From an optimization exercise on the open Yosys and OpenROAD flow, aimed at small area and a short achievable clock period; shortcuts taken in it are not production practice. The RTL was checked by simulation tests, not by an equivalence proof against the original design.

==> run a <==
==> flow/design.v <==
`timescale 1ns / 1ps
module pipeline_processor(
    clk,
    rst,
    prg_data,
    dmem_rdata,
    prg_addr,
    raddr_dmem,
    waddr_dmem,
    wdata_dmem,
    write_dmem,
    read_dmem
);
input clk;
input rst;
input [31:0] prg_data;
input [31:0] dmem_rdata;
output [31:0] prg_addr;
output [31:0] raddr_dmem;
output [31:0] waddr_dmem;
output [31:0] wdata_dmem;
output write_dmem;
output read_dmem;
integer i;
reg [31:2] pc;
wire [31:2] pc_incr4 = pc + 30'd1;
assign prg_addr = {pc, 2'b00};
reg        valid_ID;
reg [31:0] inst_ID;
reg [31:2] pc_incr4_ID;
always @(posedge clk or posedge rst) begin
    if (rst) valid_ID <= 1'b0;
    else     valid_ID <= 1'b1;
end
always @(posedge clk) begin
    inst_ID     <= prg_data;
    pc_incr4_ID <= pc_incr4;
end
wire [5:0]  op   = inst_ID[31:26];
wire [4:0]  rs   = inst_ID[25:21];
wire [4:0]  rt   = inst_ID[20:16];
wire [4:0]  rd   = inst_ID[15:11];
wire [15:0] imm  = inst_ID[15:0];
wire [5:0]  func = inst_ID[5:0];
wire is_r    = (op == 6'b00_0000);
wire f_add   = is_r && (func == 6'b10_0000);
wire f_sub   = is_r && (func == 6'b10_0010);
wire f_and   = is_r && (func == 6'b10_0100);
wire f_or    = is_r && (func == 6'b10_0101);
wire f_slt   = is_r && (func == 6'b10_1010);
wire is_lw   = (op == 6'b10_0011);
wire is_sw   = (op == 6'b10_1011);
wire is_beq  = (op == 6'b00_0100);
wire is_addi = (op == 6'b00_1000);
wire is_lui  = (op == 6'b00_1111);
wire r_write   = f_add | f_sub | f_and | f_or | f_slt;
wire [4:0] dest_ID = is_r ? rd : rt;
wire write_regf_ID = valid_ID && (r_write | is_lw | is_addi | is_lui) && (dest_ID != 5'd0);
wire use_imm       = is_lw | is_sw | is_addi | is_lui;
reg [31:0] regf [1:31];
reg [31:0] rs_val;
reg [31:0] rt_val;
always @(*) begin
    rs_val = 32'd0;
    rt_val = 32'd0;
    for (i = 1; i < 32; i = i + 1) begin
        rs_val = rs_val | ({32{rs == i}} & regf[i]);
        rt_val = rt_val | ({32{rt == i}} & regf[i]);
    end
end
wire [31:0] imm_sext = {{16{imm[15]}}, imm};
wire [31:0] imm_ext  = is_lui ? {imm, 16'd0} : imm_sext;
wire [31:2] target_ID = pc_incr4_ID + imm_sext[29:0];
reg [31:0] a_EX;
reg [31:0] b_EX;
reg [31:0] c_EX;
reg [4:0]  waddr_EX;
reg write_regf_EX, read_dmem_EX, write_dmem_EX, is_branch_EX;
reg alu_sub_EX, alu_slt_EX, alu_and_EX, alu_or_EX, alu_lui_EX;
always @(posedge clk) begin
    a_EX     <= rs_val;
    b_EX     <= use_imm ? imm_ext : rt_val;
    c_EX     <= is_beq ? {target_ID, 2'b00} : rt_val;
    waddr_EX <= dest_ID;
    alu_sub_EX <= f_sub | f_slt;
    alu_slt_EX <= f_slt;
    alu_and_EX <= f_and;
    alu_or_EX  <= f_or;
    alu_lui_EX <= is_lui;
end
always @(posedge clk or posedge rst) begin
    if (rst) begin
        write_regf_EX <= 1'b0;
        read_dmem_EX  <= 1'b0;
        write_dmem_EX <= 1'b0;
        is_branch_EX  <= 1'b0;
    end else begin
        write_regf_EX <= write_regf_ID;
        read_dmem_EX  <= valid_ID && is_lw;
        write_dmem_EX <= valid_ID && is_sw;
        is_branch_EX  <= valid_ID && is_beq;
    end
end
wire [31:0] sum = a_EX + (alu_sub_EX ? ~b_EX : b_EX) + {31'd0, alu_sub_EX};
wire slt = (a_EX[31] != b_EX[31]) ? a_EX[31] : sum[31];
reg [31:0] alu_result;
always @(*) begin
    if (alu_and_EX)      alu_result = a_EX & b_EX;
    else if (alu_or_EX)  alu_result = a_EX | b_EX;
    else if (alu_lui_EX) alu_result = b_EX;
    else if (alu_slt_EX) alu_result = {31'd0, slt};
    else                 alu_result = sum;
end
wire taken_EX = is_branch_EX && (a_EX == b_EX);
reg [31:0] alu_result_MEM;
reg [31:0] c_MEM;
reg [4:0]  waddr_MEM;
reg write_regf_MEM, read_dmem_MEM, write_dmem_MEM, taken_MEM;
always @(posedge clk) begin
    alu_result_MEM <= alu_result;
    c_MEM          <= c_EX;
    waddr_MEM      <= waddr_EX;
end
always @(posedge clk or posedge rst) begin
    if (rst) begin
        write_regf_MEM <= 1'b0;
        read_dmem_MEM  <= 1'b0;
        write_dmem_MEM <= 1'b0;
        taken_MEM      <= 1'b0;
    end else begin
        write_regf_MEM <= write_regf_EX;
        read_dmem_MEM  <= read_dmem_EX;
        write_dmem_MEM <= write_dmem_EX;
        taken_MEM      <= taken_EX;
    end
end
assign raddr_dmem = alu_result_MEM;
assign waddr_dmem = alu_result_MEM;
assign wdata_dmem = c_MEM;
assign write_dmem = write_dmem_MEM;
assign read_dmem  = read_dmem_MEM;
wire [31:0] wdata_regf = read_dmem_MEM ? dmem_rdata : alu_result_MEM;
always @(posedge clk) begin
    for (i = 1; i < 32; i = i + 1)
        if (write_regf_MEM && waddr_MEM == i)
            regf[i] <= wdata_regf;
end
always @(posedge clk or posedge rst) begin
    if (rst) pc <= 30'd0;
    else     pc <= taken_MEM ? c_MEM[31:2] : pc_incr4;
end
endmodule
==> flow/run.sh <==
#!/bin/bash
# synth_recipe.tcl (not shown) runs the flow's synth.tcl, then flattens the netlist and writes it again
# the make line also repeats each setting of config.mk as NAME=value (left out here)
make -C /OpenROAD-flow-scripts/flow DESIGN_CONFIG=/design/flow/config.mk WORK_HOME=/design/flow/orfs CLKGATE_MAP_FILE= SYNTH_SCRIPT=/design/flow/synth_recipe.tcl finish
==> flow/config.mk <==
export PLATFORM = sky130hd
export DESIGN_NAME = pipeline_processor
export DESIGN_NICKNAME = pipeline_processor
export VERILOG_FILES = /design/flow/design.v
export SDC_FILE = /design/flow/constraint.sdc
export NUM_CORES = 4
export LEC_CHECK = 0
export CAP_MARGIN = 20
export CORE_MARGIN = 2
export CORE_UTILIZATION = 40
export SLEW_MARGIN = 20
==> flow/constraint.sdc <==
create_clock -name core_clock -period 6.0 [get_ports {clk}]
set_input_delay 1.2000 -clock core_clock [delete_from_list [all_inputs] [get_ports {clk}]]
set_output_delay 1.2000 -clock core_clock [all_outputs]
set_load 0.01 [all_outputs]
==> run b: changes against run a <==
==> flow/design.v, changed modules only <==
module pipeline_processor(
    clk,
    rst,
    prg_data,
    dmem_rdata,
    prg_addr,
    raddr_dmem,
    waddr_dmem,
    wdata_dmem,
    write_dmem,
    read_dmem
);
input clk;
input rst;
input [31:0] prg_data;
input [31:0] dmem_rdata;
output [31:0] prg_addr;
output [31:0] raddr_dmem;
output [31:0] waddr_dmem;
output [31:0] wdata_dmem;
output write_dmem;
output read_dmem;
integer i, k, j;
reg [31:2] pc;
wire [31:2] pc_incr4 = pc + 30'd1;
assign prg_addr = {pc, 2'b00};
reg        valid_ID;
reg [31:0] inst_ID;
reg [31:2] tp_ID;
always @(posedge clk or posedge rst) begin
    if (rst) valid_ID <= 1'b0;
    else     valid_ID <= 1'b1;
end
always @(posedge clk) begin
    inst_ID     <= prg_data;
    tp_ID       <= pc_incr4 ^ {{14{prg_data[15]}}, prg_data[15:0]};
end
wire [5:0]  op   = inst_ID[31:26];
wire [4:0]  rs   = inst_ID[25:21];
wire [4:0]  rt   = inst_ID[20:16];
wire [4:0]  rd   = inst_ID[15:11];
wire [15:0] imm  = inst_ID[15:0];
wire [5:0]  func = inst_ID[5:0];
wire is_r    = (op == 6'b00_0000);
wire f_add   = is_r && (func == 6'b10_0000);
wire f_sub   = is_r && (func == 6'b10_0010);
wire f_and   = is_r && (func == 6'b10_0100);
wire f_or    = is_r && (func == 6'b10_0101);
wire f_slt   = is_r && (func == 6'b10_1010);
wire is_lw   = (op == 6'b10_0011);
wire is_sw   = (op == 6'b10_1011);
wire is_beq  = (op == 6'b00_0100);
wire is_addi = (op == 6'b00_1000);
wire is_lui  = (op == 6'b00_1111);
wire r_write   = f_add | f_sub | f_and | f_or | f_slt;
wire [4:0] dest_ID = is_r ? rd : rt;
wire write_regf_ID = valid_ID && (r_write | is_lw | is_addi | is_lui) && (dest_ID != 5'd0);
wire use_imm       = is_lw | is_sw | is_addi | is_lui;
wire sub_ID        = f_sub | f_slt;
reg [31:0] regf [1:31];
wire [32*32-1:0] regf_flat;
assign regf_flat[31:0] = 32'd0;
genvar gi;
generate
    for (gi = 1; gi < 32; gi = gi + 1) begin : g_flat
        assign regf_flat[gi*32 +: 32] = regf[gi];
    end
endgenerate
wire [31:0] rs_val;
wire [31:0] rt_val;
rf_read read_rs (.regs(regf_flat), .addr(rs), .data(rs_val));
rf_read read_rt (.regs(regf_flat), .addr(rt), .data(rt_val));
wire [31:0] imm_sext = {{16{imm[15]}}, imm};
wire [31:0] imm_ext  = is_lui ? {imm, 16'd0} : imm_sext;
wire [31:0] b_ID     = use_imm ? imm_ext : rt_val;
reg [29:0] tg [0:5];
reg [29:0] tpp [0:5];
always @(*) begin
    tg[0] = imm_sext[29:0] & ~tp_ID;
    tpp[0] = tp_ID;
    for (k = 0; k < 5; k = k + 1) begin
        for (j = 0; j < 30; j = j + 1) begin
            if (j[k]) begin
                tg[k+1][j] = tg[k][j] | (tpp[k][j] & tg[k][(j >> k << k) - 1]);
                tpp[k+1][j] = tpp[k][j] & tpp[k][(j >> k << k) - 1];
            end else begin
                tg[k+1][j] = tg[k][j];
                tpp[k+1][j] = tpp[k][j];
            end
        end
    end
end
wire [31:2] target_ID = tp_ID ^ {tg[5][28:0], 1'b0};
reg [31:0] a_EX;
reg [31:0] p_EX;
reg [31:0] c_EX;
reg [4:0]  waddr_EX;
reg write_regf_EX, read_dmem_EX, write_dmem_EX, is_branch_EX;
reg alu_sub_EX, alu_slt_EX, alu_and_EX, alu_or_EX, alu_xor_EX;
always @(posedge clk) begin
    a_EX     <= rs_val;
    p_EX     <= rs_val ^ b_ID ^ {32{sub_ID}};
    c_EX     <= is_beq ? {target_ID, 2'b00} : rt_val;
    waddr_EX <= dest_ID;
    alu_sub_EX <= sub_ID;
    alu_slt_EX <= f_slt;
    alu_and_EX <= f_and;
    alu_or_EX  <= f_or;
    alu_xor_EX <= is_lui;
end
always @(posedge clk or posedge rst) begin
    if (rst) begin
        write_regf_EX <= 1'b0;
        read_dmem_EX  <= 1'b0;
        write_dmem_EX <= 1'b0;
        is_branch_EX  <= 1'b0;
    end else begin
        write_regf_EX <= write_regf_ID;
        read_dmem_EX  <= valid_ID && is_lw;
        write_dmem_EX <= valid_ID && is_sw;
        is_branch_EX  <= valid_ID && is_beq;
    end
end
reg [31:0] gp [0:5];
reg [31:0] pp [0:5];
always @(*) begin
    gp[0] = a_EX & ~p_EX;
    pp[0] = p_EX;
    gp[0][0] = p_EX[0] ? alu_sub_EX : a_EX[0];
    for (k = 0; k < 5; k = k + 1) begin
        for (j = 0; j < 32; j = j + 1) begin
            if (j[k]) begin
                gp[k+1][j] = gp[k][j] | (pp[k][j] & gp[k][(j >> k << k) - 1]);
                pp[k+1][j] = pp[k][j] & pp[k][(j >> k << k) - 1];
            end else begin
                gp[k+1][j] = gp[k][j];
                pp[k+1][j] = pp[k][j];
            end
        end
    end
end
wire [31:0] carry = {gp[5][30:0], alu_sub_EX};
wire [31:0] sum = p_EX ^ carry;
wire slt = p_EX[31] ? sum[31] : a_EX[31];
reg [31:0] alu_result;
always @(*) begin
    if (alu_and_EX)      alu_result = a_EX & ~p_EX;
    else if (alu_or_EX)  alu_result = a_EX | p_EX;
    else if (alu_xor_EX) alu_result = a_EX ^ p_EX;    
    else if (alu_slt_EX) alu_result = {31'd0, slt};
    else                 alu_result = sum;
end
wire taken_EX = is_branch_EX && (p_EX == 32'd0);
reg [31:0] alu_result_MEM;
reg [31:0] c_MEM;
reg [4:0]  waddr_MEM;
reg write_regf_MEM, read_dmem_MEM, write_dmem_MEM, taken_MEM;
always @(posedge clk) begin
    alu_result_MEM <= alu_result;
    c_MEM          <= c_EX;
    waddr_MEM      <= waddr_EX;
end
always @(posedge clk or posedge rst) begin
    if (rst) begin
        write_regf_MEM <= 1'b0;
        read_dmem_MEM  <= 1'b0;
        write_dmem_MEM <= 1'b0;
        taken_MEM      <= 1'b0;
    end else begin
        write_regf_MEM <= write_regf_EX;
        read_dmem_MEM  <= read_dmem_EX;
        write_dmem_MEM <= write_dmem_EX;
        taken_MEM      <= taken_EX;
    end
end
assign raddr_dmem = alu_result_MEM;
assign waddr_dmem = alu_result_MEM;
assign wdata_dmem = c_MEM;
assign write_dmem = write_dmem_MEM;
assign read_dmem  = read_dmem_MEM;
wire [31:0] wdata_regf = read_dmem_MEM ? dmem_rdata : alu_result_MEM;
always @(posedge clk) begin
    for (i = 1; i < 32; i = i + 1)
        if (write_regf_MEM && waddr_MEM == i)
            regf[i] <= wdata_regf;
end
always @(posedge clk or posedge rst) begin
    if (rst) pc <= 30'd0;
    else     pc <= taken_MEM ? c_MEM[31:2] : pc_incr4;
end
endmodule
module rf_read(regs, addr, data);
input  [32*32-1:0] regs;
input  [4:0]  addr;
output [31:0] data;
wire [31:0] sel = 32'd1 << addr;
wire [31:0] g [0:10];
genvar gi;
generate
    for (gi = 0; gi < 10; gi = gi + 1) begin : g_aoi
        rf_aoi3 u (.a(regs[(3*gi+1)*32 +: 32]), .b(regs[(3*gi+2)*32 +: 32]), .c(regs[(3*gi+3)*32 +: 32]),
                   .sa(sel[3*gi+1]), .sb(sel[3*gi+2]), .sc(sel[3*gi+3]), .y(g[gi]));
    end
endgenerate
assign g[10] = ~({32{sel[31]}} & regs[31*32 +: 32]);
assign data = ~(g[0] & g[1] & g[2] & g[3]) | ~(g[4] & g[5] & g[6] & g[7]) | ~(g[8] & g[9] & g[10]);
endmodule
module rf_aoi3(a, b, c, sa, sb, sc, y);
input  [31:0] a, b, c;
input  sa, sb, sc;
output [31:0] y;
assign y = ~(({32{sa}} & a) | ({32{sb}} & b) | ({32{sc}} & c));
endmodule
--- a/flow/config.mk
+++ b/flow/config.mk
@@ -8,4 +8,7 @@
 export CAP_MARGIN = 20
 export CORE_MARGIN = 2
 export CORE_UTILIZATION = 40
+export SETUP_SLACK_MARGIN = 3.0
 export SLEW_MARGIN = 20
+export SYNTH_HIERARCHICAL = 1
+export SYNTH_MINIMUM_KEEP_SIZE = 0
==> run c: changes against run a <==
==> flow/design.v, changed modules only <==
module pipeline_processor(
    clk,
    rst,
    prg_data,
    dmem_rdata,
    prg_addr,
    raddr_dmem,
    waddr_dmem,
    wdata_dmem,
    write_dmem,
    read_dmem
);
input clk;
input rst;
input [31:0] prg_data;
input [31:0] dmem_rdata;
output [31:0] prg_addr;
output [31:0] raddr_dmem;
output [31:0] waddr_dmem;
output [31:0] wdata_dmem;
output write_dmem;
output read_dmem;
integer i, k, j;
reg [31:2] pc;
wire [31:2] pc_incr4 = pc + 30'd1;
assign prg_addr = {pc, 2'b00};
reg        valid_ID;
reg [31:0] inst_ID;
reg [31:2] pc_incr4_ID;
always @(posedge clk or posedge rst) begin
    if (rst) valid_ID <= 1'b0;
    else     valid_ID <= 1'b1;
end
always @(posedge clk) begin
    inst_ID     <= prg_data;
    pc_incr4_ID <= pc_incr4;
end
wire [5:0]  op   = inst_ID[31:26];
wire [4:0]  rs   = inst_ID[25:21];
wire [4:0]  rt   = inst_ID[20:16];
wire [4:0]  rd   = inst_ID[15:11];
wire [15:0] imm  = inst_ID[15:0];
wire [5:0]  func = inst_ID[5:0];
wire is_r    = (op == 6'b00_0000);
wire f_add   = is_r && (func == 6'b10_0000);
wire f_sub   = is_r && (func == 6'b10_0010);
wire f_and   = is_r && (func == 6'b10_0100);
wire f_or    = is_r && (func == 6'b10_0101);
wire f_slt   = is_r && (func == 6'b10_1010);
wire is_lw   = (op == 6'b10_0011);
wire is_sw   = (op == 6'b10_1011);
wire is_beq  = (op == 6'b00_0100);
wire is_addi = (op == 6'b00_1000);
wire is_lui  = (op == 6'b00_1111);
wire r_write   = f_add | f_sub | f_and | f_or | f_slt;
wire [4:0] dest_ID = is_r ? rd : rt;
wire write_regf_ID = valid_ID && (r_write | is_lw | is_addi | is_lui) && (dest_ID != 5'd0);
wire use_imm       = is_lw | is_sw | is_addi | is_lui;
wire sub_ID        = f_sub | f_slt;
reg [31:0] regf [1:31];
reg [31:0] rs_val;
reg [31:0] rt_val;
always @(*) begin
    rs_val = 32'd0;
    rt_val = 32'd0;
    for (i = 1; i < 32; i = i + 1) begin
        rs_val = rs_val | ({32{rs == i && !is_lui}} & regf[i]);
        rt_val = rt_val | ({32{rt == i}} & regf[i]);
    end
end
wire [31:0] imm_sext = {{16{imm[15]}}, imm};
wire [31:0] imm_ext  = is_lui ? {imm, 16'd0} : imm_sext;
wire [31:0] b_ID     = use_imm ? imm_ext : rt_val;
wire [31:2] target_ID = pc_incr4_ID + imm_sext[29:0];
reg [31:0] a_EX;
reg [31:0] p_EX;
reg [31:0] c_EX;
reg [4:0]  waddr_EX;
reg write_regf_EX, read_dmem_EX, write_dmem_EX, is_branch_EX;
reg alu_sub_EX, alu_slt_EX, alu_and_EX, alu_or_EX;
always @(posedge clk) begin
    a_EX     <= rs_val;
    p_EX     <= rs_val ^ b_ID ^ {32{sub_ID}};
    c_EX     <= is_beq ? {target_ID, 2'b00} : rt_val;
    waddr_EX <= dest_ID;
    alu_sub_EX <= sub_ID;
    alu_slt_EX <= f_slt;
    alu_and_EX <= f_and;
    alu_or_EX  <= f_or;
end
always @(posedge clk or posedge rst) begin
    if (rst) begin
        write_regf_EX <= 1'b0;
        read_dmem_EX  <= 1'b0;
        write_dmem_EX <= 1'b0;
        is_branch_EX  <= 1'b0;
    end else begin
        write_regf_EX <= write_regf_ID;
        read_dmem_EX  <= valid_ID && is_lw;
        write_dmem_EX <= valid_ID && is_sw;
        is_branch_EX  <= valid_ID && is_beq;
    end
end
reg [31:0] gp [0:5];
reg [31:0] pp [0:5];
always @(*) begin
    gp[0] = a_EX & ~p_EX;
    pp[0] = p_EX;
    gp[0][0] = p_EX[0] ? alu_sub_EX : a_EX[0];
    for (k = 0; k < 5; k = k + 1) begin
        for (j = 0; j < 32; j = j + 1) begin
            if (j[k]) begin
                gp[k+1][j] = gp[k][j] | (pp[k][j] & gp[k][(j >> k << k) - 1]);
                pp[k+1][j] = pp[k][j] & pp[k][(j >> k << k) - 1];
            end else begin
                gp[k+1][j] = gp[k][j];
                pp[k+1][j] = pp[k][j];
            end
        end
    end
end
wire [31:0] carry = {gp[5][30:0], alu_sub_EX};
wire [31:0] sum = p_EX ^ carry;
wire slt = p_EX[31] ? sum[31] : a_EX[31];
reg [31:0] alu_result;
always @(*) begin
    if (alu_and_EX)      alu_result = a_EX & ~p_EX;
    else if (alu_or_EX)  alu_result = a_EX | p_EX;
    else if (alu_slt_EX) alu_result = {31'd0, slt};
    else                 alu_result = sum;
end
wire taken_EX = is_branch_EX && (p_EX == 32'd0);
reg [31:0] alu_result_MEM;
reg [31:0] c_MEM;
reg [4:0]  waddr_MEM;
reg write_regf_MEM, read_dmem_MEM, write_dmem_MEM, taken_MEM;
always @(posedge clk) begin
    alu_result_MEM <= alu_result;
    c_MEM          <= c_EX;
    waddr_MEM      <= waddr_EX;
end
always @(posedge clk or posedge rst) begin
    if (rst) begin
        write_regf_MEM <= 1'b0;
        read_dmem_MEM  <= 1'b0;
        write_dmem_MEM <= 1'b0;
        taken_MEM      <= 1'b0;
    end else begin
        write_regf_MEM <= write_regf_EX;
        read_dmem_MEM  <= read_dmem_EX;
        write_dmem_MEM <= write_dmem_EX;
        taken_MEM      <= taken_EX;
    end
end
assign raddr_dmem = alu_result_MEM;
assign waddr_dmem = alu_result_MEM;
assign wdata_dmem = c_MEM;
assign write_dmem = write_dmem_MEM;
assign read_dmem  = read_dmem_MEM;
wire [31:0] wdata_regf = read_dmem_MEM ? dmem_rdata : alu_result_MEM;
always @(posedge clk) begin
    for (i = 1; i < 32; i = i + 1)
        if (write_regf_MEM && waddr_MEM == i)
            regf[i] <= wdata_regf;
end
always @(posedge clk or posedge rst) begin
    if (rst) pc <= 30'd0;
    else     pc <= taken_MEM ? c_MEM[31:2] : pc_incr4;
end
endmodule
--- a/flow/config.mk
+++ b/flow/config.mk
@@ -8,4 +8,5 @@
 export CAP_MARGIN = 20
 export CORE_MARGIN = 2
 export CORE_UTILIZATION = 40
+export SETUP_SLACK_MARGIN = 3.0
 export SLEW_MARGIN = 20
==> notes <==
Critical path depth is the same in run a and run b.
Core utilization: run b < run a < run c.
Worst setup slack, lowest first: run a, run c, run b.
Final cell count, highest first: run c, run a, run b.

afterwards: timing with drivers on the ports:
In the flow no input, the clock included, has a driving cell. The finished layouts below were timed again as built, in two steps.
Step 1, drivers: a clkbuf_16 drives clk and a buf_2 each remaining input, both assumed.
Step 2 times the ports against the registers' clock, not the clock port: input delays grow and output delays shrink by t, the midpoint of the rising clock arrivals with the driver on.
Three values: ideal ports, drivers, drivers and shift; two values: the first two.
| run | shift t [ns] | slack for setup (ns) | latest minus earliest clock arrival (ns) | worst data-port slew with drivers (ns) |
|---|---|---|---|---|
| run a | 0.847 | 2.209 / 2.209 / 2.209 | 0.035 / 0.036 | 0.07 |
| run b | 0.809 | 2.929 / 2.929 / 2.929 | 0.029 / 0.029 | 0.06 |
| run c | 0.879 | 2.812 / 2.812 / 2.812 | 0.055 / 0.055 | 0.06 |
After both steps setup and hold are still met in every run listed.
